What follows belongs to an exercise in optimizing a design on an open flow for a short achievable clock period; a production flow would make more cautious choices.
Where RTL was checked, it was by simulation tests only, not by an equivalence proof against the original.
For runs 4 to 6, only the layout was checked, not whether the RTL still works.
The clock cells of runs 6 and 8 come from the design's own scripts or RTL, not from TritonCTS.
The clock port is modelled as an ideal driver, which makes a skipped or thinned clock tree look cheaper than it is; a real chip needs a root buffer or a tree.
No activity file was given, so power comes from the tool's default toggle rates.

## design/flow/constraint.sdc

```tcl
create_clock -name core_clock -period 3.5 [get_ports {HCLK}]
set_input_delay 0.7000 -clock core_clock [delete_from_list [all_inputs] [get_ports {HCLK}]]
set_output_delay 0.7000 -clock core_clock [all_outputs]
set_load 0.01 [all_outputs]
```

## design/flow/design.v

```verilog
`timescale              1ns/1ps
`default_nettype        none
module EF_PSRAM_CTRL_ahbl (
    input   wire            HCLK,
    input   wire            HRESETn,
    input   wire            HSEL,
    input   wire [31:0]     HADDR,
    input   wire [31:0]     HWDATA,
    input   wire [1:0]      HTRANS,
    input   wire [2:0]      HSIZE,
    input   wire            HWRITE,
    input   wire            HREADY,
    output  wire            HREADYOUT,
    output  wire [31:0]     HRDATA,
    output  wire            sck,
    output  wire            ce_n,
    input   wire [3:0]      din,
    output  wire [3:0]      dout,
    output  wire [3:0]      douten
);
    reg         busy;            
    reg         hro;             
    reg         act;             
    reg         ce_r;            
    reg         sck_i;           
    reg         sck_r;           
    reg [4:0]   cnt;             
    reg [4:0]   last;            
    reg         wr;              
    reg [23:0]  asr;             
    reg [3:0]   dout_r;
    reg         douten_r;
    reg [31:0]  rdata;
    wire        ahb_addr_phase  = HTRANS[1] & HSEL & HREADY;
    wire        shift           = busy & sck_i;
    wire        done            = (cnt == last);
    always @(posedge HCLK or negedge HRESETn)
        if(!HRESETn) begin
            busy    <= 1'b0;
            hro     <= 1'b0;
            act     <= 1'b0;
            ce_r    <= 1'b0;
        end else begin
            busy    <= busy ? ~done : ahb_addr_phase;
            hro     <= hro  ? ~done : ahb_addr_phase;
            act     <= hro;
            ce_r    <= busy;
        end
    always @(posedge HCLK) begin
        sck_i   <= act & ~sck_i;
        sck_r   <= act & ~sck_r;
        cnt     <= (busy & act) ? cnt + {4'b0, sck_i} : 5'd0;
    end
    always @(posedge HCLK)
        if(~busy) begin
            wr      <= HWRITE;
            last    <= HWRITE ? ((HSIZE == 3'd0) ? 5'd15 : (HSIZE == 3'd1) ? 5'd17 : 5'd21)
                              : ((HSIZE == 3'd0) ? 5'd22 : (HSIZE == 3'd1) ? 5'd24 : 5'd28);
            asr     <= {HADDR[3:0], HADDR[7:4], HADDR[11:8],
                        HADDR[15:12], HADDR[19:16], HADDR[23:20]};
        end else if(shift & (cnt >= 5'd7))
            asr     <= {4'h0, asr[23:4]};
    wire [7:0]  cmd     = wr ? 8'h38 : 8'heb;
    wire [2:0]  cmd_i   = 3'd6 - cnt[2:0];
    wire [2:0]  wd_i    = cnt[2:0] + 3'd3;
    wire [3:0]  wd_nib  = HWDATA[{wd_i[2:1], ~wd_i[0], 2'b00} +: 4];
    reg  [3:0]  nxt;
    always @(posedge HCLK)
        nxt <= (cnt < 5'd7)  ? {3'b000, cmd[cmd_i]} :
               (cnt < 5'd13) ? asr[3:0] : wd_nib;
    wire        ld      = ~act;
    wire        sh      = act & shift;
    wire        keep    = act & ~shift;
    wire        den_clr = sh & ~wr & (cnt == 5'd13);
    always @(posedge HCLK) begin
        dout_r   <= ({4{ld}} & {3'b000, ~wr}) | ({4{sh}} & nxt) | ({4{keep}} & dout_r);
        douten_r <= ld | (douten_r & ~den_clr);
    end
    genvar i;
    generate
        for(i = 0; i < 4; i = i + 1) begin : g_byte
            wire cap = shift & ~wr & (cnt[4:1] == 4'd10 + i);
            always @(posedge HCLK)
                rdata[i*8 +: 8] <= ({8{cap}} & {rdata[i*8 +: 4], din}) | ({8{~cap}} & rdata[i*8 +: 8]);
        end
    endgenerate
    assign HREADYOUT    = ~hro;
    assign HRDATA       = rdata;
    assign sck          = sck_r;
    assign ce_n         = ~ce_r;
    assign dout         = dout_r;
    assign douten       = {4{douten_r}};
endmodule
```

## design/flow/config.mk

```make
export PLATFORM = sky130hd
export DESIGN_NAME = EF_PSRAM_CTRL_ahbl
export DESIGN_NICKNAME = EF_PSRAM_CTRL_ahbl
export VERILOG_FILES = /design/flow/design.v
export SDC_FILE = /design/flow/constraint.sdc
export NUM_CORES = 4
export LEC_CHECK = 0
export CAP_MARGIN = 20
export CORE_MARGIN = 2
export CORE_UTILIZATION = 40
export SETUP_SLACK_MARGIN = 2.0
export SLEW_MARGIN = 20
```

## design/flow/run.sh

```bash
#!/bin/bash
# synth_recipe.tcl (not shown) runs the flow's synth.tcl, then flattens the netlist and writes it again
# the make line also repeats each setting of config.mk as NAME=value (left out here)
make -C /OpenROAD-flow-scripts/flow DESIGN_CONFIG=/design/flow/config.mk WORK_HOME=/design/flow/orfs CLKGATE_MAP_FILE= SYNTH_SCRIPT=/design/flow/synth_recipe.tcl finish
```

==> flow_summary_export.csv, run 1 <==
group,metric,value,unit
status,run_status,"timing/DRC/antenna clean",
worst_setup_path,critPathLaunchType,"flop",
placement,placed_area,4640,um^2
sta,clock-skew-final,0.0100,ns
final_layout,antennaDiodeCount,0,
worst_setup_path,path_cells,"clkinvlp_4, ha_4, mux4_2, mux2i_1, and2_1, o22ai_1",
clock_network,cts_tree,"built",
sta,drv_slew,0,
final_layout,layout.cells.non_filler,466,
floorplan,core-area,8220,um^2
sta,rsz0062_at_grt,"yes",
clock_network,cts.clk_slew.worst_paths,0.08,ns
floorplan,fp.dieH,96.0,um
global_route,track_usage,16.9,%
yosys,syn_nets,301,
route,routed_wl,7.24,mm
clock_network,cts_max_path_buffers,2,
route,viasPerCell,4.84,
yosys,yosysTopAreaCell,"edfxtp_1",
final_layout,drive_above_1_share,42.1,%
worst_setup_path,path_class,"flop to flop",
sta,relSlewSlack,70.8,%
pwr,powerDensity,748,nW/um^2
route,drc_errors,0,
yosys,synth_flop_cell,"edfxtp_1",
floorplan,ios,121,
global_route,grt_antenna_before_repair,0,
floorplan,die_x,96.0,um
placement,place_hpwl,4.73,mm
worst_setup_path,slowest_delay,0.37,ns
yosys,synth.cell_area,3380,um^2
clock_network,clockRootBuffer,"clkbuf_8",
sta,fin_crit,1.66,ns
sta,setup_tns,0,ns
clock_network,h-tree-depth,3,
yosys,synth-seq-area-share,66.6,%
yosys,ys_ff_latch,81,
worst_setup_path,r2r_slack,1.84,ns
clock_network,cts_buffers,9,
global_route,grt_pass1_vias,2267,
worst_setup_path,end_kind,"flop",
pwr,vdd_drop_max,445,uV
final_layout,fin_nets,441,
sta,finalSetupViolCount,0,
placement,place_inst,419,
job,drv_cap,0,
sta,tightest_slew,0.436,ns
floorplan,dieArea,9210,um^2
placement,gp_congestion,0.674,
yosys,synthTopCellsByArea,"edfxtp_1 (54%), dfxtp_1 (9.5%), mux2_2 (6.7%)",
final_layout,n_fill_cell,647,
route,wl_per_cell,15.5,um
global_route,grt_max_degree,19,
yosys,synth_cell_types,34,
yosys,async_flop_share,4.94,%
floorplan,start_util,41.2,%
yosys,syn-instance-count,216,
sta,fin_crit_sh,47.3,%
clock_network,cts_hold_buf,0,
worst_setup_path,crit_required,3.73,ns
worst_setup_path,cp_max_fo,7,
final_layout,design_area,5070,um^2
yosys,synth_edf_count,61,
sta,hold_viol,0,
yosys,ys_warn_count,1,
min_path,hp-class,"flop to flop",
route,postRouteAntennaNets,0,
final_layout,area_delta_synth_final,50.0,%
clock_network,clk_latency,0.35,ns
clock_network,clkSinkCount,81,
placement,io_buffer_count,111,
worst_setup_path,crit_buf_inv,1,
floorplan,fp-row-count,33,
route,first_pass_iters,4,
global_route,grt_overflow_total,0,
final_layout,postLayoutCoreUtil,61.7,%
yosys,avgSynthCellArea,15.7,um^2
route,dr.first_iter.drc_count,135,
worst_setup_path,cp_slowest_cell,"dfxtp_4",
route,vias,2254,
pwr,leakage,1.97,nW
yosys,synth_top_area_share,54.1,%
global_route,grt_pass1_wl,11.4,mm
sta,fmax,0.604,GHz
worst_setup_path,crit_family,"multiplexers",
worst_setup_path,cp.arrival,1.89,ns
## final timing paths
path	cells past startpoint	endpoint	start
hold reg to reg	0	act	hro
setup reg to reg	6	nxt[0]	cnt[1]
max in group asynchronous	1	busy	HRESETn
setup / recovery	6	nxt[0]	cnt[1]
hold / removal	0	act	hro
min in group asynchronous	1	act	HRESETn
## worst register-to-register path, cell delays in order (launching register included)
cell and delay, ns:
dfxtp_4 0.37, clkinvlp_4 0.10, ha_4 0.34, mux4_2 0.31, mux2i_1 0.21, and2_1 0.16
o22ai_1 0.05
## cell usage after synthesis, types with 3 or more instances
| cell | n |
|---|---|
| clkbuf_1 | 4 |
| xor2_1 | 4 |
| mux2_2 | 20 |
| nor2_1 | 5 |
| a21oi_1 | 5 |
| nor2b_1 | 8 |
| a21boi_0 | 3 |
| o21ai_0 | 5 |
| inv_1 | 7 |
| xnor2_1 | 5 |
| nor3_1 | 3 |
| dfrtp_1 | 4 |
| dfxtp_1 | 16 |
| buf_4 | 5 |
| nand3_1 | 9 |
| mux2i_1 | 9 |
| edfxtp_1 | 61 |
| ha_1 | 7 |
| nand2_1 | 10 |
| buf_2 | 4 |
| mux4_1 | 6 |
## per-layer routing
layer  routed length (um)  vias up  GRT usage (%)
li1                     -     1087              -
met1                 3020     1079           20.6
met2                 3610       81           28.7
met3                  525        7           4.07
met4                   80        0           7.14
met5                    0        -              0
## timing repair
item | in CTS | in global routing
setup endpoints to repair | 105 | 105
gates cloned | 2 | 0
pin swaps | 9 | 4
resized for setup | 238 | 13
setup buffers | 26 | 3
## final cells by class
| cell class | count | area (um^2) | area share, % |
|---|---|---|---|
| repair buffers | 142 | 1250 | 24.6 |
| clock inverters | 6 | 90.1 | 1.78 |
| well taps | 105 | 131 | 2.59 |
| inverters | 7 | 30.0 | 0.592 |
| clock buffers | 10 | 128 | 2.52 |
| multi-input cells | 115 | 1160 | 23.0 |
| flip-flops and latches | 81 | 2280 | 45.0 |
## power by group
part / switching, mW / leakage, nW / internal, mW / total, mW
combinational: 0.679 / 1.13 / 0.859 / 1.54
clock: 0.331 / 0.107 / 0.406 / 0.737
sequential: 0.145 / 0.726 / 1.37 / 1.52
## cell usage in the layout, fill, tap and decap left out, types with 3 or more instances in the layout
| cell | n |
|---|---|
| a21boi_0 | 3 |
| a21oi_1 | 4 |
| buf_12 | 3 |
| buf_2 | 32 |
| buf_4 | 23 |
| buf_6 | 14 |
| clkbuf_8 | 9 |
| clkdlybuf4s50_1 | 44 |
| dfrtp_1 | 3 |
| dfxtp_1 | 4 |
| dfxtp_2 | 7 |
| dfxtp_4 | 5 |
| dlygate4sd2_1 | 24 |
| edfxtp_1 | 61 |
| ha_1 | 5 |
| inv_1 | 4 |
| mux2_2 | 20 |
| mux2i_1 | 8 |
| mux4_2 | 7 |
| nand2_1 | 7 |
| nand3_1 | 8 |
| nor2_1 | 4 |
| nor2b_1 | 7 |
| o21ai_0 | 4 |
| o21ai_4 | 3 |
| xnor2_1 | 5 |
| xor2_1 | 4 |
## cells by family after synthesis
| kind of cell | share of synthesized area, % |
|---|---|
| xor+xnor | 2.81 |
| flops | 66.6 |
| simple gates | 6.29 |
| buf+inv | 3.25 |
| fa+ha+maj | 2.59 |
| compound gates | 3.18 |
| mux | 15.3 |
## per-stage QoR
step                      power (mW)  worst slack (ns)  hold WS (ns)
after floorplan                 2.38              1.84         0.354
after global placement          2.68              1.23         0.358
after detailed placement        2.69              1.22         0.364
after CTS                       3.79              1.84         0.401
after global routing            4.03              1.77         0.416
final                           3.79              1.84         0.399
==> run 2: changes to the inputs <==
--- a/design/flow/config.mk
+++ b/design/flow/config.mk
@@ -8,5 +8,5 @@
 export CAP_MARGIN = 20
 export CORE_MARGIN = 2
 export CORE_UTILIZATION = 40
-export SETUP_SLACK_MARGIN = 2.0
+export SETUP_SLACK_MARGIN = 2.5
 export SLEW_MARGIN = 20
==> run 2 against run 1 <==
  * Sequential share of layout area decreased by 4.6 points
  * Via count increased by 5.4%
  * Final cell count rose by 5.6%
  * Critical endpoint is now HRDATA[0]
  * Maximum frequency rose by 1.4%
  * Non-clock buffer count up 26
  * Critical path depth fell by 5
  * Area after synthesis stayed put
  * Sequential cell count stayed put
  * Total power grew 18%
  * Still clean on timing, DRC and antenna
  * Clock skew increased by 0.0019 ns
  * Core utilization grew 7.0 points
==> flow_summary_export.csv, run 2 <==
group,metric,value,unit
yosys,syn_nets,301,
floorplan,fp.dieH,96.0,um
pwr,power,4.46,mW
sta,finalSetupViolCount,0,
floorplan,fp-row-count,33,
floorplan,core-area,8220,um^2
placement,dpl_worst_slack,1.35,ns
global_route,grt_overflow_total,0,
worst_setup_path,cp_slowest_cell,"edfxtp_1",
yosys,synth_cell_types,34,
final_layout,antennaDiodeCount,0,
route,wl_per_cell,16.6,um
yosys,ys_ff_latch,81,
global_route,grt_max_degree,15,
global_route,grt_pass1_wl,12.6,mm
final_layout,design_area,5650,um^2
yosys,synthTopCellsByArea,"edfxtp_1 (54%), dfxtp_1 (9.5%), mux2_2 (6.7%)",
clock_network,cts.clk_slew.worst_paths,0.08,ns
global_route,track_usage,18.7,%
yosys,synth.area.mux_share,15.3,%
yosys,ys_top_cells_by_count,"edfxtp_1 (61), mux2_2 (20), dfxtp_1 (16), nand2_1 (10)",
clock_network,cts_tree,"built",
worst_setup_path,path_cells,"buf_2",
placement,placed_area,4730,um^2
route,dr.first_iter.drc_count,90,
worst_setup_path,cp.arrival,0.93,ns
global_route,grt_antenna_before_repair,0,
yosys,ys_warn_count,1,
yosys,yosysTopAreaCell,"edfxtp_1",
sta,rsz0062_at_grt,"yes",
pwr,powerDensity,789,nW/um^2
sta,drv_slew,0,
worst_setup_path,crit_buf_inv,1,
clock_network,clockRootBuffer,"clkbuf_8",
worst_setup_path,r2r_start,"cnt[0]",
final_layout,area_delta_synth_final,67.0,%
clock_network,cts_max_path_buffers,2,
worst_setup_path,end_kind,"output pin",
final_layout,seqCellArea,2280,um^2
final_layout,fin_nets,467,
sta,setup_tns,0,ns
job,drv_cap,0,
yosys,syn-instance-count,216,
route,drc_errors,0,
sta,relSlewSlack,74.5,%
clock_network,h-tree-depth,3,
worst_setup_path,slowest_delay,0.42,ns
sta,fin_crit_sh,46.7,%
floorplan,die_x,96.0,um
yosys,synth_most_common_cell,"edfxtp_1",
min_path,hp-start,"sck_r",
route,postRouteAntennaNets,0,
placement,io_buffer_count,111,
sta,clock-skew-final,0.0119,ns
sta,fin_crit,1.63,ns
floorplan,start_util,41.2,%
route,first_pass_iters,4,
final_layout,n_fill_cell,614,
route,routed_wl,8.15,mm
yosys,synthSimpleGateAreaFrac,6.29,%
floorplan,ios,121,
sta,hold_viol,0,
yosys,async_flop_share,4.94,%
worst_setup_path,crit_family,"flip-flops",
sta,setup_slack,1.87,ns
final_layout,mostFrequentLayoutCells,"edfxtp_1 (61), dlygate4sd2_1 (36), buf_6 (32), buf_2 (32), clkdlybuf4s50_1 (26)",
min_path,hp-class,"flop to flop",
yosys,synth_edf_count,61,
yosys,synth.cell_area,3380,um^2
sta,tightest_slew,0.382,ns
pwr,leakage,2.26,nW
placement,place_hpwl,5.05,mm
clock_network,clkSinkCount,81,
route,viasPerCell,4.83,
final_layout,multi_input_area,1390,um^2
worst_setup_path,path_class,"flop to output pin",
clock_network,cts_buffers,9,
worst_setup_path,cp_max_fo,2,
clock_network,clk_latency,0.36,ns
placement,gp_congestion,0.704,
yosys,synth-seq-area-share,66.6,%
yosys,synth_compound_area_share,3.18,%
final_layout,mostFrequentLayoutCell,"edfxtp_1",
yosys,synth_top_family_by_area,"multiplexers",
yosys,synth_top_area_share,54.1,%
route,vias,2375,
yosys,synth_xor_area_share,2.81,%
floorplan,dieArea,9210,um^2
final_layout,drive_above_1_share,53.5,%
worst_setup_path,critPathLaunchType,"flop",
pwr,vdd_drop_max,604,uV
global_route,grt_pass1_vias,2567,
sta,fmax,0.612,GHz
status,run_status,"timing/DRC/antenna clean",
yosys,synth_flop_cell,"edfxtp_1",
yosys,avgSynthCellArea,15.7,um^2
worst_setup_path,crit_required,2.80,ns
yosys,synthAdderAreaFrac,2.59,%
[run 2: cell counts after synthesis]
Identical to the previous run, type by type.
[run 2: final cells by class]
cell class	instances	area share, %
clock buffer	10	2.26
clock inverter	6	1.20
inverter	7	0.775
multi-input combinational	115	24.5
sequential	81	40.4
tap	105	2.32
timing repair buffer	168	28.6
[run 2: cell families after synthesis]
logic type      after synthesis
flops                        81
simple gates                 42
mux                          37
buf+inv                      21
compound gates               18
xor+xnor                     10
fa+ha+maj                     7
[run 2: worst paths after layout]
check,cells after the start,to,slack [ns]
min in group asynchronous,1,busy,0.54
worst min register to register,1,sck_r,0.42
worst max-delay path,1,HRDATA[0],1.87
max in group asynchronous,1,act,2.79
worst min-delay path,1,sck_r,0.42
worst max register to register,6,nxt[0],1.87
[run 2: where the power goes]
part / switching [mW] / internal, mW
logic: 0.891 / 1.34
registers: 0.173 / 1.38
clock network: 0.344 / 0.332
[run 2: per-stage QoR]
stage	utilization, %	hold WS [ns]	cells
3_3_place_gp	57.6	0.377	420
2_1_floorplan	-	0.373	216
5_1_grt	68.8	0.454	492
3_5_place_dp	57.6	0.387	420
6_report	68.8	0.418	492
4_1_cts	66.0	0.415	482
[run 2: routing by layer]
metal	GRT usage, %	up-vias	share of wire (%)
met1	21.8	1151	39
li1	-	1135	-
met5	0	-	0
met2	33.2	75	53
met4	7.50	0	1.6
met3	4.15	14	6.2
[run 2: timing repair]
item	in CTS	in global routing
setup endpoints to repair	165	147
hold buffers	0	0
cloned	3	0
setup buffers	43	10
gates resized for setup	305	37
pin swaps	24	16
==> run 3: changes to the inputs <==
--- a/design/flow/config.mk
+++ b/design/flow/config.mk
@@ -8,5 +8,6 @@
 export CAP_MARGIN = 20
 export CORE_MARGIN = 2
 export CORE_UTILIZATION = 40
+export CTS_BUF_LIST = sky130_fd_sc_hd__clkbuf_16
 export SETUP_SLACK_MARGIN = 2.5
 export SLEW_MARGIN = 20
==> run 3 against run 2 <==
  * Global-route usage about the same
  * Clock power up 37%
  * Largest cell class unchanged
  * Sequential share of layout area down 0.59 points
  * Largest power group unchanged
  * First-iteration DRC count down 22%
  * Maximum frequency down 0.98%
  * Final cell count up 0.41%
==> flow_summary_export.csv, run 3 <==
group,metric,value,unit
global_route,grt_pass1_vias,2486,
sta,setup_slack,1.85,ns
final_layout,n_fill_cell,592,
clock_network,cts_tree,"built",
yosys,synth_flop_cell,"edfxtp_1",
final_layout,fin_nets,469,
global_route,grt_antenna_before_repair,0,
final_layout,antennaDiodeCount,0,
worst_setup_path,crit_required,3.71,ns
placement,place_hpwl,5.05,mm
final_layout,design_area,5740,um^2
yosys,ys_ff_latch,81,
worst_setup_path,r2r_start,"cnt[0]",
pwr,leakage,2.27,nW
route,first_pass_iters,4,
floorplan,fp-row-count,33,
sta,fmax,0.606,GHz
yosys,ys_warn_count,1,
route,dr.first_iter.drc_count,70,
min_path,hp-class,"flop to flop",
clock_network,cts_hold_buf,0,
worst_setup_path,crit_path_start,"cnt[0]",
placement,io_buffer_count,111,
route,vias,2402,
yosys,synthTopCellsByArea,"edfxtp_1 (54%), dfxtp_1 (9.5%), mux2_2 (6.7%)",
yosys,synth_edf_count,61,
min_path,hold_end,"sck_r",
final_layout,area_delta_synth_final,69.5,%
yosys,synth_top_area_share,54.1,%
sta,hold_viol,0,
final_layout,drive_above_1_share,52.7,%
sta,fin_crit,1.65,ns
worst_setup_path,r2r_end,"nxt[0]",
global_route,grt_max_degree,15,
final_layout,multi_input_area,1360,um^2
clock_network,cts_buffers,9,
global_route,track_usage,18.6,%
worst_setup_path,end_kind,"flop",
yosys,avgSynthCellArea,15.7,um^2
yosys,async_flop_share,4.94,%
sta,relSlewSlack,73.5,%
final_layout,mostFrequentLayoutCells,"edfxtp_1 (61), dlygate4sd2_1 (37), buf_6 (32), buf_2 (32), clkdlybuf4s50_1 (27)",
pwr,vdd_drop_max,492,uV
yosys,synth-seq-area-share,66.6,%
sta,rsz0062_at_grt,"yes",
floorplan,ios,121,
min_path,hp-start,"sck_r",
sta,tightest_slew,0.397,ns
clock_network,h-tree-depth,3,
yosys,ys_top_cells_by_count,"edfxtp_1 (61), mux2_2 (20), dfxtp_1 (16), nand2_1 (10)",
yosys,synth_cell_types,34,
worst_setup_path,worstRegToRegCells,6,
yosys,yosysTopAreaCell,"edfxtp_1",
min_path,holdPathStages,1,
pwr,powerDensity,822,nW/um^2
placement,dpl_worst_slack,1.35,ns
clock_network,clkSinkCount,81,
final_layout,postLayoutCoreUtil,69.8,%
floorplan,die_x,96.0,um
floorplan,dieArea,9210,um^2
yosys,syn-instance-count,216,
worst_setup_path,r2r_slack,1.85,ns
sta,drv_slew,0,
clock_network,cts.clk_slew.worst_paths,0.06,ns
yosys,synth_most_common_cell,"edfxtp_1",
final_layout,mostFrequentLayoutCell,"edfxtp_1",
placement,gp_congestion,0.704,
sta,setup_tns,0,ns
route,postRouteAntennaNets,0,
clock_network,clk_latency,0.33,ns
floorplan,start_util,41.2,%
status,run_status,"timing/DRC/antenna clean",
sta,fin_crit_sh,47.2,%
worst_setup_path,critPathLaunchType,"flop",
yosys,synth.cell_area,3380,um^2
placement,placed_area,4730,um^2
worst_setup_path,cp_max_fo,6,
floorplan,core-area,8220,um^2
route,routed_wl,8.25,mm
final_layout,seqCellArea,2280,um^2
route,wl_per_cell,16.7,um
global_route,grt_pass1_wl,12.5,mm
job,drv_cap,0,
floorplan,fp.dieH,96.0,um
yosys,syn_nets,301,
sta,finalSetupViolCount,0,
sta,clock-skew-final,0.00724,ns
route,drc_errors,0,
route,viasPerCell,4.86,
pwr,power,4.71,mW
clock_network,clockRootBuffer,"clkbuf_16",
worst_setup_path,cp.arrival,1.86,ns
global_route,grt_overflow_total,0,
worst_setup_path,path_class,"flop to flop",
clock_network,cts_max_path_buffers,2,
## run 3: timing repair
item / CTS / global route
pin swaps: 20 / 11
gates cloned: 3 / 0
setup endpoints to repair: 160 / 147
setup buffers: 44 / 11
resized for setup: 296 / 33
## run 3: worst max path at each step
| stage | depth (start not counted) | endpoint |
|---|---|---|
| after floorplan | 5 | asr[0] |
| after global placement | 5 | nxt[0] |
| after detailed placement | 5 | nxt[0] |
| after CTS | 6 | nxt[0] |
| after global routing | 6 | nxt[0] |
| final | 6 | nxt[0] |
## run 3: kinds of logic (layout without fill, tap and decap cells)
family	after synthesis	after routing	share of synthesized area, %
DFF	81	81	66.6
and+or+nand+nor	42	42	6.29
muxes	37	37	15.3
buffers and inverters	21	193	3.25
AOI/OAI and AO/OA	18	19	3.18
xor gates and xnor gates	10	10	2.81
adders and majority gates	7	7	2.59
## run 3: power by group
part	switching [mW]	internal (mW)	total (mW)
combinational	0.887	1.35	2.24
clock	0.372	0.552	0.923
sequential	0.173	1.38	1.55
total	1.43	3.28	4.71
## run 3: worst max-delay path, stage by stage, from the launching register on
cell	delay, ns
dfxtp_4	0.40
inv_6	0.04
ha_4	0.31
mux4_2	0.33
mux2i_2	0.21
and2_4	0.18
o22ai_2	0.05
## run 3: per-stage QoR
stage / hold WS [ns] / std cells
after floorplan: 0.373 / 216
after global placement: 0.377 / 420
after detailed placement: 0.387 / 420
after CTS: 0.433 / 483
after global routing: 0.436 / 494
final: 0.418 / 494
## run 3: area by class of cell
type                       instances  area share (%)
clock buffer                       9            3.93
clock inverter                     7            1.24
inverter                           7           0.764
multi-input combinational        115            23.6
sequential                        81            39.8
tap                              105            2.29
timing repair buffer             170            28.3
## run 3: routing by layer
layer / GRT usage [%] / vias up / share of wire (%)
met4: 6.43 / 0 / 1.9
li1: - / 1145 / -
met1: 22.0 / 1161 / 39
met3: 4.86 / 12 / 6.2
met5: 0 / - / 0
met2: 32.9 / 84 / 52
==> run 4: changes to the inputs <==
--- a/design/flow/design.v
+++ b/design/flow/design.v
@@ -30,7 +30,9 @@
     reg [23:0]  asr;             
     reg [3:0]   dout_r;
     reg         douten_r;
-    reg [31:0]  rdata;
+    reg [2:0]   wd_i;            
+    reg [31:0]  rdata;           
+    reg [31:0]  hrdata_r;        
     wire        ahb_addr_phase  = HTRANS[1] & HSEL & HREADY;
     wire        shift           = busy & sck_i;
     wire        done            = (cnt == last);
@@ -50,6 +52,7 @@
         sck_i   <= act & ~sck_i;
         sck_r   <= act & ~sck_r;
         cnt     <= (busy & act) ? cnt + {4'b0, sck_i} : 5'd0;
+        wd_i    <= (busy & act) ? wd_i + {2'b0, sck_i} : 3'd3;
     end
     always @(posedge HCLK)
         if(~busy) begin
@@ -62,7 +65,6 @@
             asr     <= {4'h0, asr[23:4]};
     wire [7:0]  cmd     = wr ? 8'h38 : 8'heb;
     wire [2:0]  cmd_i   = 3'd6 - cnt[2:0];
-    wire [2:0]  wd_i    = cnt[2:0] + 3'd3;
     wire [3:0]  wd_nib  = HWDATA[{wd_i[2:1], ~wd_i[0], 2'b00} +: 4];
     reg  [3:0]  nxt;
     always @(posedge HCLK)
@@ -81,11 +83,14 @@
         for(i = 0; i < 4; i = i + 1) begin : g_byte
             wire cap = shift & ~wr & (cnt[4:1] == 4'd10 + i);
             always @(posedge HCLK)
-                rdata[i*8 +: 8] <= ({8{cap}} & {rdata[i*8 +: 4], din}) | ({8{~cap}} & rdata[i*8 +: 8]);
+                if(cap)
+                    rdata[i*8 +: 8] <= {rdata[i*8 +: 4], din};
         end
     endgenerate
+    always @(posedge HCLK)
+        hrdata_r <= rdata;
     assign HREADYOUT    = ~hro;
-    assign HRDATA       = rdata;
+    assign HRDATA       = hrdata_r;
     assign sck          = sck_r;
     assign ce_n         = ~ce_r;
     assign dout         = dout_r;
--- a/design/flow/config.mk
+++ b/design/flow/config.mk
@@ -8,6 +8,5 @@
 export CAP_MARGIN = 20
 export CORE_MARGIN = 2
 export CORE_UTILIZATION = 40
-export CTS_BUF_LIST = sky130_fd_sc_hd__clkbuf_16
 export SETUP_SLACK_MARGIN = 2.5
 export SLEW_MARGIN = 20
==> run 4 against run 3 <==
  * Still clean
  * Core utilization fell by 0.23 points
  * Register-to-register slack improved by 0.14 ns
  * Area after synthesis rose by 22%
  * Count of clock-buffer cells in the layout rose by 9
  * Sequential power rose by 31%
  * Sequential share of layout area rose by 3.0 points
  * Synthesized cell count rose by 20%
  * Clock skew rose by 0.0042 ns
  * Critical path type is now flop to output pin
  * Largest power group unchanged
==> flow_summary_export.csv, run 4 <==
group,metric,value,unit
route,vias,2670,
min_path,hold_end,"hrdata_r[23]",
pwr,powerDensity,849,nW/um^2
yosys,yosysTopAreaCell,"edfxtp_1",
yosys,async_flop_share,3.45,%
global_route,grt_overflow_total,0,
worst_setup_path,r2r_end,"nxt[2]",
final_layout,mostFrequentLayoutCells,"buf_6 (62), edfxtp_1 (61), dfxtp_2 (37)",
yosys,syn-instance-count,260,
clock_network,clk_latency,0.51,ns
floorplan,dieArea,11200,um^2
min_path,hp-start,"rdata[23]",
floorplan,start_util,40.6,%
worst_setup_path,cp_slowest_cell,"dfrtp_1",
worst_setup_path,worstRegToRegCells,5,
worst_setup_path,r2r_start,"wd_i[0]",
global_route,grt_antenna_before_repair,0,
yosys,synth_edf_count,61,
worst_setup_path,crit_required,2.80,ns
floorplan,die_x,106,um
worst_setup_path,critPathLaunchType,"flop",
pwr,switchingPower,1.70,mW
sta,finalSetupViolCount,0,
final_layout,fin_nets,513,
final_layout,antennaDiodeCount,0,
clock_network,cts_hold_buf,0,
sta,drv_slew,0,
global_route,track_usage,16.8,%
worst_setup_path,cp_max_fo,2,
route,wl_per_cell,15.8,um
worst_setup_path,path_class,"flop to output pin",
sta,setup_tns,0,ns
min_path,hp-class,"flop to flop",
floorplan,ios,121,
worst_setup_path,crit_family,"flip-flops",
global_route,grt_max_degree,17,
job,drv_cap,0,
final_layout,mostFrequentLayoutCell,"buf_6",
pwr,vdd_drop_max,493,uV
route,routed_wl,9.12,mm
route,dr.first_iter.drc_count,87,
global_route,grt_pass1_wl,14.1,mm
clock_network,cts_max_path_buffers,2,
yosys,synth-seq-area-share,71.4,%
min_path,holdPathStages,0,
route,first_pass_iters,4,
worst_setup_path,crit_buf_inv,2,
sta,fin_crit_sh,50.2,%
pwr,intPower,4.32,mW
worst_setup_path,cp.arrival,1.06,ns
sta,clock-skew-final,0.0114,ns
worst_setup_path,slowest_delay,0.39,ns
yosys,ys_ff_latch,116,
yosys,synth.cell_area,4140,um^2
placement,dpl_worst_slack,1.29,ns
placement,gp_congestion,0.692,
sta,setup_slack,1.74,ns
clock_network,cts.clk_slew.worst_paths,0.06,ns
yosys,ys_top_cells_by_count,"edfxtp_1 (61), dfxtp_1 (51), mux2_2 (21), nand2_1 (12), nor2_1 (11)",
sta,hold_viol,0,
floorplan,core-area,10200,um^2
pwr,switching_share,28.2,%
final_layout,area_delta_synth_final,71.3,%
route,postRouteAntennaNets,0,
floorplan,fp.dieH,106,um
sta,tightest_slew,0.520,ns
worst_setup_path,end_kind,"output pin",
clock_network,cts_buffers,17,
yosys,synth_top_area_share,44.3,%
yosys,synth_cell_types,37,
final_layout,reg_top3,"hrdata_r x32, rdata x32, asr x24",
yosys,synth_flop_cell,"edfxtp_1",
clock_network,clockRootBuffer,"clkbuf_8",
final_layout,drive_above_1_share,55.7,%
pwr,leakage,2.86,nW
sta,whs,0.338,ns
sta,fmax,0.569,GHz
sta,relSlewSlack,65.3,%
yosys,syn_nets,346,
yosys,synth_most_common_cell,"edfxtp_1",
worst_setup_path,critical_path_depth,2,
status,run_status,"timing/DRC/antenna clean",
placement,place_hpwl,5.37,mm
clock_network,clkSinkCount,116,
route,drc_errors,0,
pwr,clkPwrFrac,30.0,%
clock_network,cts_tree,"built",
placement,io_buffer_count,111,
worst_setup_path,path_cells,"inv_2, buf_6",
yosys,avgSynthCellArea,15.9,um^2
clock_network,h-tree-depth,4,
sta,rsz0062_at_grt,"yes",
worst_setup_path,r2r_slack,1.99,ns
pwr,power_frac_seq,33.7,%
floorplan,fp-row-count,37,
worst_setup_path,crit_path_start,"hro",
route,viasPerCell,4.64,
global_route,grt_pass1_vias,2851,
yosys,ys_warn_count,1,
yosys,synthTopCellsByArea,"edfxtp_1 (44%), dfxtp_1 (25%), mux2_2 (5.7%)",
pwr,comb_power_share,36.3,%
sta,fin_crit,1.76,ns
run 4: cell families after synthesis:
logic type,Yosys count,share of synthesized area (%)
AND/OR/NAND/NOR,51,6.14
multiplexers,36,12.0
buffers and inverters,24,2.84
flip-flops,116,71.4
AO/OA/AOI/OAI,14,2.84
XOR/XNOR,11,2.33
adder cells (fa/ha/maj),8,2.42
run 4: cell type report:
| type | count | area, um^2 |
|---|---|---|
| Clock inverter | 14 | 190 |
| Multi-Input combinational cell | 123 | 1450 |
| Inverter | 7 | 30.0 |
| Clock buffer | 18 | 439 |
| Sequential cell | 116 | 3030 |
| Fill cell | 684 | 3100 |
| Tap cell | 136 | 170 |
| Timing Repair Buffer | 162 | 1770 |
run 4: metal layers:
metal	vias up	GRT usage [%]	part of all wire [%]
li1	1288	-	-
met1	1305	18.5	39
met2	71	29.7	55
met3	6	6.12	5.4
met4	0	6.20	0.72
met5	-	0	0
run 4: what timing repair did:
item,CTS,global route
buffers inserted,39,7
resized for setup,323,27
pin swaps,27,20
endpoints found under the setup margin,159,154
cloned,7,0
run 4: per-stage QoR:
stage | std cells | total power, mW | util [%] | area [um^2]
4_1_cts | 569 | 5.87 | 68.3 | 6950
5_1_grt | 576 | 6.31 | 69.6 | 7090
3_5_place_dp | 491 | 3.19 | 54.5 | 5550
3_3_place_gp | 491 | 3.16 | 54.5 | 5550
2_1_floorplan | 260 | 2.94 | - | 4440
6_report | 576 | 6.01 | 69.6 | 7090
run 4: how the worst max path moves through the flow:
| stage | end |
|---|---|
| after floorplan | nxt[0] |
| after global placement | nxt[0] |
| after detailed placement | nxt[0] |
| after CTS | HREADYOUT |
| after global routing | HREADYOUT |
| final | HREADYOUT |
run 4: power groups by stage:
| stage | clock network [mW] | logic (mW) | registers (mW) |
|---|---|---|---|
| final | 1.80 | 2.18 | 2.03 |
| after detailed placement | 0 | 1.10 | 2.09 |
| after CTS | 1.83 | 2.01 | 2.02 |
| after floorplan | 0 | 1.00 | 1.94 |
| after global placement | 0 | 1.08 | 2.08 |
| after global routing | 1.89 | 2.35 | 2.07 |
==> run 5: changes to the inputs <==
--- a/design/flow/config.mk
+++ b/design/flow/config.mk
@@ -8,5 +8,6 @@
 export CAP_MARGIN = 20
 export CORE_MARGIN = 2
 export CORE_UTILIZATION = 40
+export CTS_BUF_LIST = sky130_fd_sc_hd__clkbuf_16
 export SETUP_SLACK_MARGIN = 2.5
 export SLEW_MARGIN = 20
==> run 5 against run 4 <==
  * Final cell count decreased by 0.52%
  * Sequential power about the same
  * Sequential share of layout area decreased by 0.49 points
  * Setup slack better by 0.11 ns
  * Clock power up 3%
  * Area after synthesis unchanged
  * Die area stayed put
  * Worst hold slack worse by 0.0015 ns
  * Critical path type unchanged
  * Critical endpoint unchanged
==> flow_summary_export.csv, run 5 <==
group,metric,value,unit
route,viasPerCell,4.72,
global_route,track_usage,17.2,%
placement,place_inst,491,
floorplan,core-area,10200,um^2
clock_network,cts_max_path_buffers,2,
min_path,hp-start,"rdata[30]",
floorplan,ios,121,
final_layout,mostFrequentLayoutCells,"edfxtp_1 (61), buf_6 (59), dfxtp_2 (37)",
pwr,leakage,2.85,nW
yosys,syn_nets,346,
route,wl_per_cell,16.5,um
clock_network,cts_hold_buf,0,
yosys,ys_ff_latch,116,
sta,clock-skew-final,0.0119,ns
final_layout,reg_top3,"hrdata_r x32, rdata x32, asr x24",
sta,relSlewSlack,64.0,%
worst_setup_path,cp.arrival,0.95,ns
floorplan,die_x,106,um
yosys,avgSynthCellArea,15.9,um^2
global_route,grt_pass1_vias,2852,
floorplan,dieArea,11200,um^2
sta,finalSetupViolCount,0,
status,run_status,"timing/DRC/antenna clean",
worst_setup_path,r2r_start,"wd_i[0]",
sta,drv_slew,0,
yosys,ys_warn_count,1,
sta,rsz0062_at_grt,"yes",
route,vias,2704,
route,routed_wl,9.48,mm
yosys,syn-instance-count,260,
yosys,synthTopCellsByArea,"edfxtp_1 (44%), dfxtp_1 (25%), mux2_2 (5.7%)",
route,first_pass_iters,5,
floorplan,fp.dieH,106,um
placement,place_hpwl,5.37,mm
worst_setup_path,critPathLaunchType,"flop",
yosys,async_flop_share,3.45,%
worst_setup_path,r2r_slack,2.01,ns
worst_setup_path,cp_max_fo,2,
global_route,grt_pass1_wl,14.4,mm
final_layout,n_fill_cell,678,
global_route,grt_max_degree,17,
clock_network,cts.clk_slew.worst_paths,0.06,ns
clock_network,cts_tree,"built",
min_path,hp-class,"flop to flop",
clock_network,clockRootBuffer,"clkbuf_16",
sta,tightest_slew,0.539,ns
global_route,grt_overflow_total,0,
worst_setup_path,crit_required,2.80,ns
final_layout,area_delta_synth_final,73.3,%
route,drc_errors,0,
final_layout,mostFrequentLayoutCell,"edfxtp_1",
sta,setup_tns,0,ns
route,postRouteAntennaNets,0,
yosys,synth_cell_types,37,
pwr,powerDensity,859,nW/um^2
sta,fin_crit,1.65,ns
sta,hold_viol,0,
placement,gp_congestion,0.692,
pwr,vdd_drop_max,464,uV
placement,io_buffer_count,111,
placement,placed_area,5550,um^2
final_layout,drive_above_1_share,58.8,%
yosys,synth_most_common_cell,"edfxtp_1",
worst_setup_path,path_class,"flop to output pin",
clock_network,clkSinkCount,116,
clock_network,cts_buffers,17,
sta,fin_crit_sh,47.1,%
worst_setup_path,crit_path_start,"hro",
floorplan,start_util,40.6,%
yosys,synth_flop_cell,"edfxtp_1",
clock_network,clk_latency,0.40,ns
yosys,ys_top_cells_by_count,"edfxtp_1 (61), dfxtp_1 (51), mux2_2 (21), nand2_1 (12), nor2_1 (11)",
final_layout,design_area,7170,um^2
global_route,grt_antenna_before_repair,0,
floorplan,fp-row-count,37,
final_layout,antennaDiodeCount,0,
placement,dpl_worst_slack,1.29,ns
pwr,power,6.15,mW
worst_setup_path,end_kind,"output pin",
sta,setup_slack,1.85,ns
job,drv_cap,0,
yosys,synth-seq-area-share,71.4,%
clock_network,h-tree-depth,4,
sta,fmax,0.606,GHz
final_layout,layout.cells.non_filler,573,
final_layout,postLayoutCoreUtil,70.4,%
yosys,yosysTopAreaCell,"edfxtp_1",
yosys,synth.cell_area,4140,um^2
route,dr.first_iter.drc_count,98,
sta,whs,0.337,ns
yosys,synth_top_area_share,44.3,%
yosys,synth_edf_count,61,
final_layout,fin_nets,510,
==> run 5: cell count changes in the layout (fill, tap and decap cells not counted), moves of 3 or more <==
cell and change:
xor2_2 +3, buf_2 +6, xor2_1 -3, buf_6 -3, clkdlybuf4s50_1 -4, nand3_1 -3
==> run 5: cells by family (layout without fill, tap and decap cells) <==
| kind of cell | after synthesis | after routing | share of synthesized area [%] |
|---|---|---|---|
| flip-flops | 116 | 116 | 71.4 |
| XOR/XNOR | 11 | 11 | 2.33 |
| AO/OA/AOI/OAI | 14 | 14 | 2.84 |
| adder cells (fa/ha/maj) | 8 | 8 | 2.42 |
| multiplexers | 36 | 36 | 12.0 |
| AND/OR/NAND/NOR | 51 | 54 | 6.14 |
| buffers and inverters | 24 | 198 | 2.84 |
==> run 5: layout make-up <==
type                    instances  area [um^2]  area share, %
repair buffers                159         1740           24.2
clock inverters                14          190           2.65
well taps                     136          170           2.37
flip-flops and latches        116         3030           42.3
multi-input cells             123         1550           21.7
inverters                       7         32.5          0.454
clock buffers                  18          450           6.28
==> run 5: worst paths after layout <==
check | to | cells past startpoint
max reg2reg | wd_i[1] | 7
max in group asynchronous | busy | 1
min in group asynchronous | ce_r | 1
min | hrdata_r[30] | 0
min reg2reg | hrdata_r[30] | 0
max | HREADYOUT | 2
==> run 5: timing repair <==
action                     CTS  global route
pin swaps                   30            22
buffers inserted            36             7
gates cloned                 7             0
gates resized for setup    348            37
setup endpoints to repair  168           149
==> run 5: worst max-delay path, cell delays in order, from the launching register on <==
cell	delay (ns)
dfrtp_1	0.39
inv_2	0.07
buf_6	0.09
==> run 5: report_power, final <==
group	internal [mW]	total (mW)	switching (mW)	leakage, nW
sequential	1.81	2.04	0.231	1.02
combinational	1.40	2.27	0.870	1.52
clock	1.19	1.85	0.660	0.311
total	4.39	6.15	1.76	2.85
==> run 5: metal layers <==
metal | share of wire [%] | wire [um] | global-route usage, %
met1 | 38 | 3640 | 18.8
met2 | 55 | 5250 | 30.6
met3 | 5.2 | 497 | 5.88
met4 | 0.99 | 94 | 6.77
met5 | 0 | 0 | 0
==> run 6: changes to the inputs <==
==> design/flow/flow/run.sh (new file) <==
#!/bin/bash
# Standard ORFS flow, except that after CTS the clock tree is rebuilt as a
# single level: the clock port drives NCLK clkbuf_16 cells, each of which
# drives one balanced cluster of flip-flops (see post_cts.tcl).
set -euo pipefail
here=$(pwd)
export POST_CTS_TCL=$here/flow/post_cts.tcl
export FLOW_NCLK=${FLOW_NCLK:-4}
bash standard.sh finish > $here/standard_make.log 2>&1
==> design/flow/flow/post_cts.tcl (new file) <==
# Rebuild the clock tree made by CTS as one level of clkbuf_16 cells, each
# driving an equal share of the flip-flops, grouped by location.
set block [ord::get_db_block]
set db [ord::get_db]
set nclk $::env(FLOW_NCLK)
set buf_master [$db findMaster sky130_fd_sc_hd__clkbuf_16]
set clk_port_net [$block findNet HCLK]

# flip-flop clock pins reached through the CTS tree
set sinks {}
foreach inst [$block getInsts] {
  set m [$inst getMaster]
  if {[$m isSequential]} {
    foreach it [$inst getITerms] {
      if {[[$it getMTerm] getName] eq "CLK"} { lappend sinks $it }
    }
  }
}
# remove the CTS buffers, load cells and their nets
foreach inst [$block getInsts] {
  set n [$inst getName]
  if {[string match clkbuf_*HCLK* $n] || [string match clkload* $n]} {
    odb::dbInst_destroy $inst
  }
}
foreach net [$block getNets] {
  if {[string match clknet_* [$net getName]]} { odb::dbNet_destroy $net }
}

# split sinks into nclk groups of equal size: first by x, then by y
proc xy {it} {
  set inst [$it getInst]
  set b [$inst getBBox]
  return [list [expr {([$b xMin] + [$b xMax]) / 2}] [expr {([$b yMin] + [$b yMax]) / 2}]]
}
proc split_groups {items n axis} {
  if {$n <= 1} { return [list $items] }
  set keyed {}
  foreach it $items { lappend keyed [list [lindex [xy $it] $axis] $it] }
  set keyed [lsort -integer -index 0 $keyed]
  set n1 [expr {$n / 2}]
  set k [expr {round(double([llength $keyed]) * $n1 / $n)}]
  set a {}; set b {}
  set i 0
  foreach p $keyed {
    if {$i < $k} { lappend a [lindex $p 1] } else { lappend b [lindex $p 1] }
    incr i
  }
  set nx [expr {1 - $axis}]
  return [concat [split_groups $a $n1 $nx] [split_groups $b [expr {$n - $n1}] $nx]]
}
set groups [split_groups $sinks $nclk 0]

set g 0
foreach grp $groups {
  set sx 0; set sy 0
  foreach it $grp { lassign [xy $it] x y; incr sx $x; incr sy $y }
  set cx [expr {$sx / [llength $grp]}]
  set cy [expr {$sy / [llength $grp]}]
  set net [odb::dbNet_create $block clknet_lvl1_$g]
  $net setSigType CLOCK
  set inst [odb::dbInst_create $block $buf_master clkbuf_lvl1_$g]
  $inst setLocation $cx $cy
  $inst setPlacementStatus PLACED
  [$inst findITerm A] connect $clk_port_net
  [$inst findITerm X] connect $net
  foreach it $grp { $it disconnect; $it connect $net }
  puts "clock group $g: [llength $grp] sinks, buffer at $cx $cy"
  incr g
}
$clk_port_net setSigType CLOCK

detailed_placement
check_placement -verbose
estimate_parasitics -placement
report_clock_skew
report_worst_slack -max
==> design/flow/standard.sh (new file) <==
#!/bin/bash
# synth_recipe.tcl (not shown) runs the flow's synth.tcl, then flattens the netlist and writes it again
# the make line also repeats each setting of config.mk as NAME=value (left out here)
make -C /OpenROAD-flow-scripts/flow DESIGN_CONFIG=/design/flow/config.mk WORK_HOME=/design/flow/orfs CLKGATE_MAP_FILE= SYNTH_SCRIPT=/design/flow/synth_recipe.tcl "${@:-finish}"
--- a/design/flow/config.mk
+++ b/design/flow/config.mk
@@ -8,6 +8,5 @@
 export CAP_MARGIN = 20
 export CORE_MARGIN = 2
 export CORE_UTILIZATION = 40
-export CTS_BUF_LIST = sky130_fd_sc_hd__clkbuf_16
 export SETUP_SLACK_MARGIN = 2.5
 export SLEW_MARGIN = 20
removed: design/flow/run.sh
==> run 6 against run 5 <==
  * Sequential power barely moved
  * Clock power decreased by 71%
  * Still clean on timing, DRC and antenna
  * Wire length fell by 5.7%
  * Clock skew down 0.00074 ns
  * Final cell count is 4.0% lower
  * Synthesized cell count unchanged
  * Sequential share of layout area is 3.9 points higher
  * Maximum frequency decreased by 1.3%
  * Global-route usage is 1.3 points lower
  * Largest power group unchanged
  * Total power is 22% lower
  * Critical path type is now input port to flop
  * Combinational power is essentially flat
==> flow_summary_export.csv, run 6 <==
group,metric,value,unit
route,drc_errors,0,
yosys,synth.area.mux_share,12.0,%
yosys,synthAdderAreaFrac,2.42,%
floorplan,fp-row-count,37,
yosys,ys_top_cells_by_count,"edfxtp_1 (61), dfxtp_1 (51), mux2_2 (21), nand2_1 (12), nor2_1 (11)",
job,drv_cap,0,
route,routed_wl,8.94,mm
min_path,holdPathStages,0,
route,postRouteAntennaNets,0,
global_route,track_usage,15.9,%
global_route,grt_antenna_before_repair,0,
floorplan,dieArea,11200,um^2
route,viasPerCell,4.71,
yosys,synth_most_common_cell,"edfxtp_1",
yosys,synth-seq-area-share,71.4,%
pwr,powerDensity,730,nW/um^2
sta,tightest_slew,0.524,ns
yosys,synth_xor_area_share,2.33,%
final_layout,mostFrequentLayoutCells,"buf_6 (65), edfxtp_1 (61), dfxtp_2 (37)",
final_layout,mostFrequentLayoutCell,"buf_6",
yosys,synthSimpleGateAreaFrac,6.14,%
worst_setup_path,r2r_start,"wd_i[0]",
yosys,syn_nets,346,
worst_setup_path,critPathLaunchType,"input port",
sta,clock-skew-final,0.0112,ns
pwr,leakage,2.73,nW
worst_setup_path,cp.arrival,1.72,ns
yosys,yosysTopAreaCell,"edfxtp_1",
yosys,ys_warn_count,1,
worst_setup_path,path_class,"input port to flop",
placement,io_buffer_count,111,
sta,fin_crit,1.67,ns
sta,finalSetupViolCount,0,
min_path,hp-start,"rdata[5]",
floorplan,ios,121,
yosys,synth_flop_cell,"edfxtp_1",
global_route,grt_pass1_wl,13.6,mm
yosys,avgSynthCellArea,15.9,um^2
yosys,synth_cell_types,37,
yosys,synthTopCellsByArea,"edfxtp_1 (44%), dfxtp_1 (25%), mux2_2 (5.7%)",
clock_network,clkSinkCount,116,
yosys,synth.cell_area,4140,um^2
global_route,grt_use_met1,18.1,%
route,first_pass_iters,4,
sta,hold_viol,0,
pwr,vdd_drop_max,431,uV
global_route,grt_overflow_total,0,
sta,drv_slew,0,
placement,placed_area,5550,um^2
placement,place_inst,491,
pwr,power,4.80,mW
global_route,grt_max_degree,30,
final_layout,antennaDiodeCount,0,
final_layout,layout.cells.non_filler,550,
floorplan,die_x,106,um
worst_setup_path,cp_slowest_cell,"mux4_2",
placement,place_hpwl,5.37,mm
global_route,gr-usage-met2,29.2,%
global_route,grt_pass1_vias,2708,
sta,setup_tns,0,ns
worst_setup_path,crit_required,3.55,ns
global_route,met3_usage,4.82,%
clock_network,clk_latency,0.17,ns
worst_setup_path,end_kind,"flop",
sta,fin_crit_sh,47.8,%
yosys,synth_edf_count,61,
sta,fmax,0.598,GHz
clock_network,cts.clk_slew.worst_paths,0.11,ns
placement,gp_congestion,0.692,
final_layout,area_delta_synth_final,58.9,%
route,wl_per_cell,16.3,um
worst_setup_path,r2r_end,"nxt[2]",
yosys,synth_top_family_by_area,"multiplexers",
sta,whs,0.350,ns
final_layout,reg_top3,"hrdata_r x32, rdata x32, asr x24",
min_path,hold_end,"hrdata_r[5]",
yosys,async_flop_share,3.45,%
worst_setup_path,r2r_slack,1.98,ns
yosys,ys_ff_latch,116,
worst_setup_path,path_cells,"dlygate4sd2_1, mux4_2, mux2i_2, a211oi_1",
floorplan,fp.dieH,106,um
final_layout,fin_nets,502,
yosys,synth_top_area_share,44.3,%
min_path,hp-class,"flop to flop",
sta,rsz0062_at_grt,"yes",
final_layout,drive_above_1_share,59.4,%
worst_setup_path,worstRegToRegCells,5,
worst_setup_path,cp_max_fo,1,
yosys,synth_compound_area_share,2.84,%
route,dr.first_iter.drc_count,109,
global_route,grt_most_used_layer,"met2",
floorplan,core-area,10200,um^2
route,vias,2593,
yosys,syn-instance-count,260,
worst_setup_path,slowest_delay,0.47,ns
sta,relSlewSlack,65.1,%
final_layout,design_area,6570,um^2
floorplan,start_util,40.6,%
status,run_status,"timing/DRC/antenna clean",
==> run 6: cell counts after synthesis <==
No cell type changed its count.
==> run 6: critical path, delay by kind of cell <==
kind / cells / cell delay, ns
buf+inv: 1 / 0.23
compound gates: 1 / 0.10
mux: 2 / 0.69
==> run 6: power breakdown <==
group | internal, mW | total, mW | switching, mW
registers | 1.80 | 2.02 | 0.219
logic | 1.40 | 2.24 | 0.849
clock network | 0.212 | 0.531 | 0.319
total | 3.41 | 4.80 | 1.39
==> run 6: worst max path at each step <==
| stage | from | to | slack (ns) | cells past startpoint |
|---|---|---|---|---|
| 2_1_floorplan | HWDATA[24] | nxt[0] | 1.80 | 4 |
| 3_3_place_gp | HWDATA[24] | nxt[0] | 1.29 | 5 |
| 3_5_place_dp | HWDATA[24] | nxt[0] | 1.29 | 5 |
| 5_1_grt | HWDATA[24] | nxt[0] | 1.79 | 5 |
| 6_report | HWDATA[25] | nxt[1] | 1.83 | 4 |
==> run 6: layout make-up <==
class | instances | area, um^2
fillers | 751 | 3620
flip-flops and latches | 116 | 3030
repair buffers | 164 | 1760
multi-input cells | 123 | 1480
well taps | 136 | 170
plain buffers | 4 | 100
inverters | 7 | 30.0
==> run 6: stage by stage <==
| stage | util, % | setup slack, ns |
|---|---|---|
| after global routing | 64.5 | 1.79 |
| after detailed placement | 54.5 | 1.29 |
| after global placement | 54.5 | 1.29 |
| final | 64.5 | 1.83 |
| after floorplan | - | 1.80 |
==> run 6: cell families after synthesis <==
logic type,count (synthesis)
simple gates,51
xor+xnor,11
compound gates,14
buf+inv,24
fa+ha+maj,8
flops,116
mux,36
==> run 6: metal layers <==
| layer | share of wire [%] | wire [um] |
|---|---|---|
| met1 | 38 | 3440 |
| met2 | 56 | 4990 |
| met3 | 5.3 | 478 |
| met4 | 0.36 | 32 |
| met5 | 0 | 0 |
==> run 7: changes to the inputs <==
--- a/design/flow/design.v
+++ b/design/flow/design.v
@@ -24,66 +24,93 @@
     reg         ce_r;            
     reg         sck_i;           
     reg         sck_r;           
+    reg         shift;           
     reg [4:0]   cnt;             
     reg [4:0]   last;            
     reg         wr;              
+    reg         in_cmd;          
+    reg         in_addr;         
+    reg         asr_en;          
     reg [23:0]  asr;             
+    reg [7:0]   wsel;            
+    reg [3:0]   nxt;             
     reg [3:0]   dout_r;
     reg         douten_r;
-    reg [2:0]   wd_i;            
+    reg [3:0]   cap;             
     reg [31:0]  rdata;           
     reg [31:0]  hrdata_r;        
     wire        ahb_addr_phase  = HTRANS[1] & HSEL & HREADY;
-    wire        shift           = busy & sck_i;
     wire        done            = (cnt == last);
+    wire        run             = busy & act;
+    wire        shift_nx        = busy & ~done & act & ~sck_i;
     always @(posedge HCLK or negedge HRESETn)
         if(!HRESETn) begin
             busy    <= 1'b0;
             hro     <= 1'b0;
             act     <= 1'b0;
             ce_r    <= 1'b0;
+            shift   <= 1'b0;
         end else begin
             busy    <= busy ? ~done : ahb_addr_phase;
             hro     <= hro  ? ~done : ahb_addr_phase;
             act     <= hro;
             ce_r    <= busy;
+            shift   <= shift_nx;
         end
     always @(posedge HCLK) begin
         sck_i   <= act & ~sck_i;
         sck_r   <= act & ~sck_r;
-        cnt     <= (busy & act) ? cnt + {4'b0, sck_i} : 5'd0;
-        wd_i    <= (busy & act) ? wd_i + {2'b0, sck_i} : 3'd3;
+        cnt     <= run ? cnt + {4'b0, shift} : 5'd0;
+        in_cmd  <= run ? in_cmd & ~(shift & (cnt == 5'd6)) : 1'b1;
+        in_addr <= run ? (in_addr | (shift & (cnt == 5'd6))) & ~(shift & (cnt == 5'd12)) : 1'b0;
+        wsel    <= run ? (shift ? {wsel[6:0], wsel[7]} : wsel) : 8'b0000_1000;
+        asr_en  <= shift_nx & ~in_cmd;
+        cap[0]  <= shift_nx & ~wr & (cnt[4:1] == 4'd10);
+        cap[1]  <= shift_nx & ~wr & (cnt[4:1] == 4'd11);
+        cap[2]  <= shift_nx & ~wr & (cnt[4:1] == 4'd12);
+        cap[3]  <= shift_nx & ~wr & (cnt[4:1] == 4'd13);
     end
     always @(posedge HCLK)
         if(~busy) begin
             wr      <= HWRITE;
             last    <= HWRITE ? ((HSIZE == 3'd0) ? 5'd15 : (HSIZE == 3'd1) ? 5'd17 : 5'd21)
                               : ((HSIZE == 3'd0) ? 5'd22 : (HSIZE == 3'd1) ? 5'd24 : 5'd28);
+        end
+    always @(posedge HCLK)
+        if(~busy)
             asr     <= {HADDR[3:0], HADDR[7:4], HADDR[11:8],
                         HADDR[15:12], HADDR[19:16], HADDR[23:20]};
-        end else if(shift & (cnt >= 5'd7))
+        else if(asr_en)
             asr     <= {4'h0, asr[23:4]};
     wire [7:0]  cmd     = wr ? 8'h38 : 8'heb;
     wire [2:0]  cmd_i   = 3'd6 - cnt[2:0];
-    wire [3:0]  wd_nib  = HWDATA[{wd_i[2:1], ~wd_i[0], 2'b00} +: 4];
-    reg  [3:0]  nxt;
+    wire [31:0] wd_ord  = {HWDATA[27:24], HWDATA[31:28], HWDATA[19:16], HWDATA[23:20],
+                           HWDATA[11:8],  HWDATA[15:12], HWDATA[3:0],   HWDATA[7:4]};
+    reg  [3:0]  wd_nib;
+    integer k;
+    always @* begin
+        wd_nib = 4'h0;
+        for(k = 0; k < 8; k = k + 1)
+            wd_nib = wd_nib | ({4{wsel[k]}} & wd_ord[4*k +: 4]);
+    end
     always @(posedge HCLK)
-        nxt <= (cnt < 5'd7)  ? {3'b000, cmd[cmd_i]} :
-               (cnt < 5'd13) ? asr[3:0] : wd_nib;
-    wire        ld      = ~act;
-    wire        sh      = act & shift;
-    wire        keep    = act & ~shift;
-    wire        den_clr = sh & ~wr & (cnt == 5'd13);
+        nxt <= in_cmd  ? {3'b000, cmd[cmd_i]} :
+               in_addr ? asr[3:0] : wd_nib;
     always @(posedge HCLK) begin
-        dout_r   <= ({4{ld}} & {3'b000, ~wr}) | ({4{sh}} & nxt) | ({4{keep}} & dout_r);
-        douten_r <= ld | (douten_r & ~den_clr);
+        if(~act)
+            dout_r  <= {3'b000, cmd[7]};
+        else if(shift)
+            dout_r  <= nxt;
+        if(~act)
+            douten_r <= 1'b1;
+        else if(shift & ~wr & ~in_cmd & ~in_addr)
+            douten_r <= 1'b0;
     end
     genvar i;
     generate
         for(i = 0; i < 4; i = i + 1) begin : g_byte
-            wire cap = shift & ~wr & (cnt[4:1] == 4'd10 + i);
             always @(posedge HCLK)
-                if(cap)
+                if(cap[i])
                     rdata[i*8 +: 8] <= {rdata[i*8 +: 4], din};
         end
     endgenerate
--- a/design/flow/config.mk
+++ b/design/flow/config.mk
@@ -7,6 +7,6 @@
 export LEC_CHECK = 0
 export CAP_MARGIN = 20
 export CORE_MARGIN = 2
-export CORE_UTILIZATION = 40
+export CORE_UTILIZATION = 65
 export SETUP_SLACK_MARGIN = 2.5
 export SLEW_MARGIN = 20
==> run 7 against run 6 <==
  * The run now fails in 4_1_cts
  * Area after synthesis is 6.2% higher
  * Synthesized cell count is 9.6% higher
==> flow_summary_export.csv, run 7 <==
group,metric,value,unit
clock_network,clkSinkCount,129,
status,lastStage,"4_1_cts",
yosys,syn_nets,369,
placement,io_buffer_count,111,
placement,dpl_worst_slack,1.49,ns
yosys,async_flop_share,3.88,%
yosys,synth_flop_cell,"edfxtp_1",
floorplan,die_x,86.2,um
yosys,synth_edf_count,62,
yosys,synthTopCellsByArea,"edfxtp_1 (42%), dfxtp_1 (28%), mux2_2 (5.4%)",
placement,place_hpwl,6.41,mm
yosys,synth_cell_types,38,
yosys,ys_warn_count,1,
floorplan,fp-row-count,29,
floorplan,ios,121,
yosys,synth_top_area_share,42.4,%
yosys,syn-instance-count,285,
yosys,ys_top_cells_by_count,"dfxtp_1 (62), edfxtp_1 (62), mux2_2 (21), mux2i_1 (13), nor2_1 (12)",
yosys,synth-seq-area-share,73.5,%
yosys,ys_ff_latch,129,
floorplan,start_util,68.0,%
yosys,synth.cell_area,4390,um^2
status,error,"[ERROR DPL-0038] Utilization greater than 100%, impossible to legalize",
yosys,avgSynthCellArea,15.4,um^2
yosys,yosysTopAreaCell,"edfxtp_1",
status,run_status,"did not finish",
placement,gp_congestion,0.782,
floorplan,fp.dieH,86.2,um
==> run 7: changes by cell type after synthesis, sizes merged, moves of 4 or more <==
cell and change:
a221oi +4, inv +4, nand2 -4, mux2i +5
dfxtp +11, a21oi +6, a222oi +4, clkbuf -6
mux4 -7, a22o +4
==> run 7: kinds of logic after synthesis <==
| kind of cell | count (synthesis) | share of synthesized area, % |
|---|---|---|
| compound gates | 33 | 5.95 |
| xor+xnor | 9 | 1.97 |
| fa+ha+maj | 6 | 1.71 |
| buf+inv | 24 | 2.76 |
| flops | 129 | 73.5 |
| mux | 34 | 8.35 |
| simple gates | 50 | 5.75 |
==> run 7: worst min path at each step <==
stage               startpoint           end  slack (ns)
detailed placement   rdata[29]  hrdata_r[29]        0.33
global placement      rdata[5]   hrdata_r[5]        0.32
floorplan            rdata[12]  hrdata_r[12]        0.32
==> run 7: power by group through the flow <==
stage               logic [mW]  clock network, mW  registers (mW)
detailed placement        1.05                  0            2.25
global placement         0.978                  0            2.22
floorplan                0.863                  0            2.10
==> run 7: per-stage QoR <==
step | instances | hold slack, ns | util, % | cell area, um^2
after floorplan | 285 | 0.323 | - | 4590
after global placement | 461 | 0.324 | 88.1 | 5690
after detailed placement | 461 | 0.327 | 88.1 | 5690
==> run 8: changes to the inputs <==
--- a/design/flow/config.mk
+++ b/design/flow/config.mk
@@ -7,6 +7,6 @@
 export LEC_CHECK = 0
 export CAP_MARGIN = 20
 export CORE_MARGIN = 2
-export CORE_UTILIZATION = 65
+export CORE_UTILIZATION = 40
 export SETUP_SLACK_MARGIN = 2.5
 export SLEW_MARGIN = 20
==> run 8 against run 7 <==
  * The run now finishes clean
  * Area after synthesis did not move
  * Synthesized cell count unchanged
==> flow_summary_export.csv, run 8 <==
group,metric,value,unit
worst_setup_path,path_class,"flop to output pin",
floorplan,ios,121,
floorplan,start_util,40.7,%
worst_setup_path,cp_max_fo,2,
pwr,switching_share,29.1,%
route,postRouteAntennaNets,0,
route,viasPerCell,4.81,
final_layout,mostFrequentLayoutCells,"buf_6 (63), edfxtp_1 (62), dfxtp_2 (40)",
final_layout,antennaDiodeCount,0,
yosys,yosysTopAreaCell,"edfxtp_1",
sta,rsz0062_at_grt,"yes",
placement,place_hpwl,5.68,mm
sta,finalSetupViolCount,0,
route,drc_errors,0,
floorplan,fp-row-count,38,
pwr,power_frac_seq,47.8,%
floorplan,core-area,10800,um^2
sta,fin_crit,1.46,ns
final_layout,reg_top3,"hrdata_r x32, rdata x32, asr x24",
final_layout,fin_nets,513,
pwr,clkPwrFrac,12.4,%
yosys,synth_flop_cell,"edfxtp_1",
yosys,syn_nets,369,
route,dr.first_iter.drc_count,152,
yosys,synth_compound_area_share,5.95,%
floorplan,fp.dieH,109,um
yosys,synth_top_area_share,42.4,%
worst_setup_path,end_kind,"output pin",
yosys,synth.area.mux_share,8.35,%
route,wl_per_cell,15.7,um
sta,setup_tns,0,ns
final_layout,drive_above_1_share,52.2,%
sta,whs,0.348,ns
yosys,synth_cell_types,38,
floorplan,dieArea,11800,um^2
final_layout,n_fill_cell,812,
global_route,track_usage,14.8,%
pwr,leakage,2.94,nW
pwr,vdd_drop_max,396,uV
job,drv_cap,0,
pwr,power,4.55,mW
global_route,grt_max_degree,34,
yosys,syn-instance-count,285,
clock_network,cts.clk_slew.worst_paths,0.12,ns
yosys,synth_xor_area_share,1.97,%
yosys,ys_ff_latch,129,
worst_setup_path,critPathLaunchType,"flop",
global_route,grt_pass1_wl,13.2,mm
final_layout,area_delta_synth_final,51.7,%
pwr,switchingPower,1.32,mW
yosys,synth-seq-area-share,73.5,%
status,run_status,"timing/DRC/antenna clean",
sta,tightest_slew,0.378,ns
min_path,hp-class,"flop to flop",
pwr,powerDensity,683,nW/um^2
final_layout,mostFrequentLayoutCell,"buf_6",
sta,fin_crit_sh,41.7,%
yosys,synth.cell_area,4390,um^2
global_route,grt_overflow_total,0,
pwr,comb_power_share,39.8,%
route,first_pass_iters,4,
pwr,intPower,3.23,mW
yosys,avgSynthCellArea,15.4,um^2
worst_setup_path,cp.arrival,0.76,ns
placement,io_buffer_count,111,
global_route,grt_pass1_vias,2685,
global_route,grt_antenna_before_repair,0,
placement,gp_congestion,0.756,
yosys,synthAdderAreaFrac,1.71,%
clock_network,clkSinkCount,129,
floorplan,die_x,109,um
route,vias,2726,
clock_network,clk_latency,0.18,ns
yosys,synthSimpleGateAreaFrac,5.75,%
route,routed_wl,8.89,mm
yosys,synthTopCellsByArea,"edfxtp_1 (42%), dfxtp_1 (28%), mux2_2 (5.4%)",
sta,hold_viol,0,
sta,drv_slew,0,
yosys,synth_edf_count,62,
sta,clock-skew-final,0.0149,ns
yosys,async_flop_share,3.88,%
yosys,synth_top_family_by_area,"multiplexers",
sta,fmax,0.685,GHz
yosys,ys_warn_count,1,
worst_setup_path,crit_required,2.80,ns
sta,relSlewSlack,74.8,%
yosys,ys_top_cells_by_count,"dfxtp_1 (62), edfxtp_1 (62), mux2_2 (21), mux2i_1 (13), nor2_1 (12)",
-- run 8: cell counts after synthesis --
No cell type changed its count.
-- run 8: final timing paths --
check / from / to / slack, ns / depth (start not counted)
worst max-delay path: hro / HREADYOUT / 2.04 / 2
worst min-delay path: rdata[29] / hrdata_r[29] / 0.35 / 0
worst max register to register: last[1] / asr_en / 2.19 / 5
worst min register to register: rdata[29] / hrdata_r[29] / 0.35 / 0
max in group asynchronous: HRESETn / shift / 2.59 / 1
min in group asynchronous: HRESETn / hro / 0.71 / 1
-- run 8: cell type report --
cell class / count / area, um^2 / share of cell area [%]
Sequential cell: 129 / 3310 / 49.7
Timing Repair Buffer: 148 / 1640 / 24.7
Multi-Input combinational cell: 135 / 1380 / 20.8
Tap cell: 140 / 175 / 2.63
Buffer: 4 / 100 / 1.50
Inverter: 11 / 50.0 / 0.751
-- run 8: kinds of logic after synthesis --
kind of cell / count (synthesis)
AO/OA/AOI/OAI: 33
XOR/XNOR: 9
adder cells (fa/ha/maj): 6
buffers and inverters: 24
flip-flops: 129
multiplexers: 34
AND/OR/NAND/NOR: 50
-- run 8: worst max-delay path: stages, from the launching register on --
cell and delay (ns):
dfrtp_1 0.41, inv_2 0.07, buf_6 0.10
-- run 8: layer usage --
layer	vias up	part of all wire (%)	global-route usage, %
met5	-	0	0
met1	1333	42	17.8
met3	8	5.0	4.36
met4	0	0.90	3.30
li1	1315	-	-
met2	70	52	26.2
-- run 8: power by group through the flow --
stage          clock [mW]  sequential (mW)  combinational [mW]
3_3_place_gp            0             2.21                1.03
5_1_grt             0.636             2.21                1.94
6_report            0.566             2.17                1.81
3_5_place_dp            0             2.22                1.05
2_1_floorplan           0             2.10               0.863
-- run 8: per-stage QoR --
| step | setup WS [ns] | util, % | instances | instance area [um^2] |
|---|---|---|---|---|
| 3_5_place_dp | 1.53 | 53.4 | 524 | 5770 |
| 5_1_grt | 2.01 | 61.7 | 567 | 6660 |
| 3_3_place_gp | 1.54 | 53.4 | 524 | 5770 |
| 6_report | 2.04 | 61.7 | 567 | 6660 |
| 2_1_floorplan | 2.03 | - | 285 | 4590 |

## afterwards: timing with drivers on the ports
The results above use ideal ports. As a check the final layouts listed here were re-extracted and re-timed, cells and wires unchanged.
Step 1: set_driving_cell puts a clkbuf_16 on HCLK and a buf_2 on each other input, an assumption about the parent block.
Step 2 moves the port delays by t, midway between the first and last clock arrival at a register: inputs arrive t later, outputs are due t later. That takes back most of the time a late clock gives input paths.
Slacks: ideal ports / drivers / drivers and shift; pairs: ideal ports / drivers.
| run | t, ns | setup slack, ns | worst slew at a driven data input, ns |
|---|---|---|---|
| run 1 | 0.367 | 1.843 / 1.843 / 1.523 | 0.04 |
| run 2 | 0.383 | 1.865 / 1.835 / 1.526 | 0.05 |
| run 3 | 0.369 | 1.849 / 1.849 / 1.500 | 0.05 |
| run 4 | 0.534 | 1.743 / 1.710 / 1.498 | 0.05 |
| run 5 | 0.438 | 1.850 / 1.810 / 1.616 | 0.06 |
| run 6 | 0.240 | 1.828 / 1.880 / 1.640 | 0.05 |
| run 8 | 0.253 | 2.040 / 1.958 / 1.837 | 0.05 |
After both steps every run listed still meets setup and hold. For run 3, which loses most, drivers alone change the setup slack by 0.000 ns; drivers and shift together by -0.349 ns.
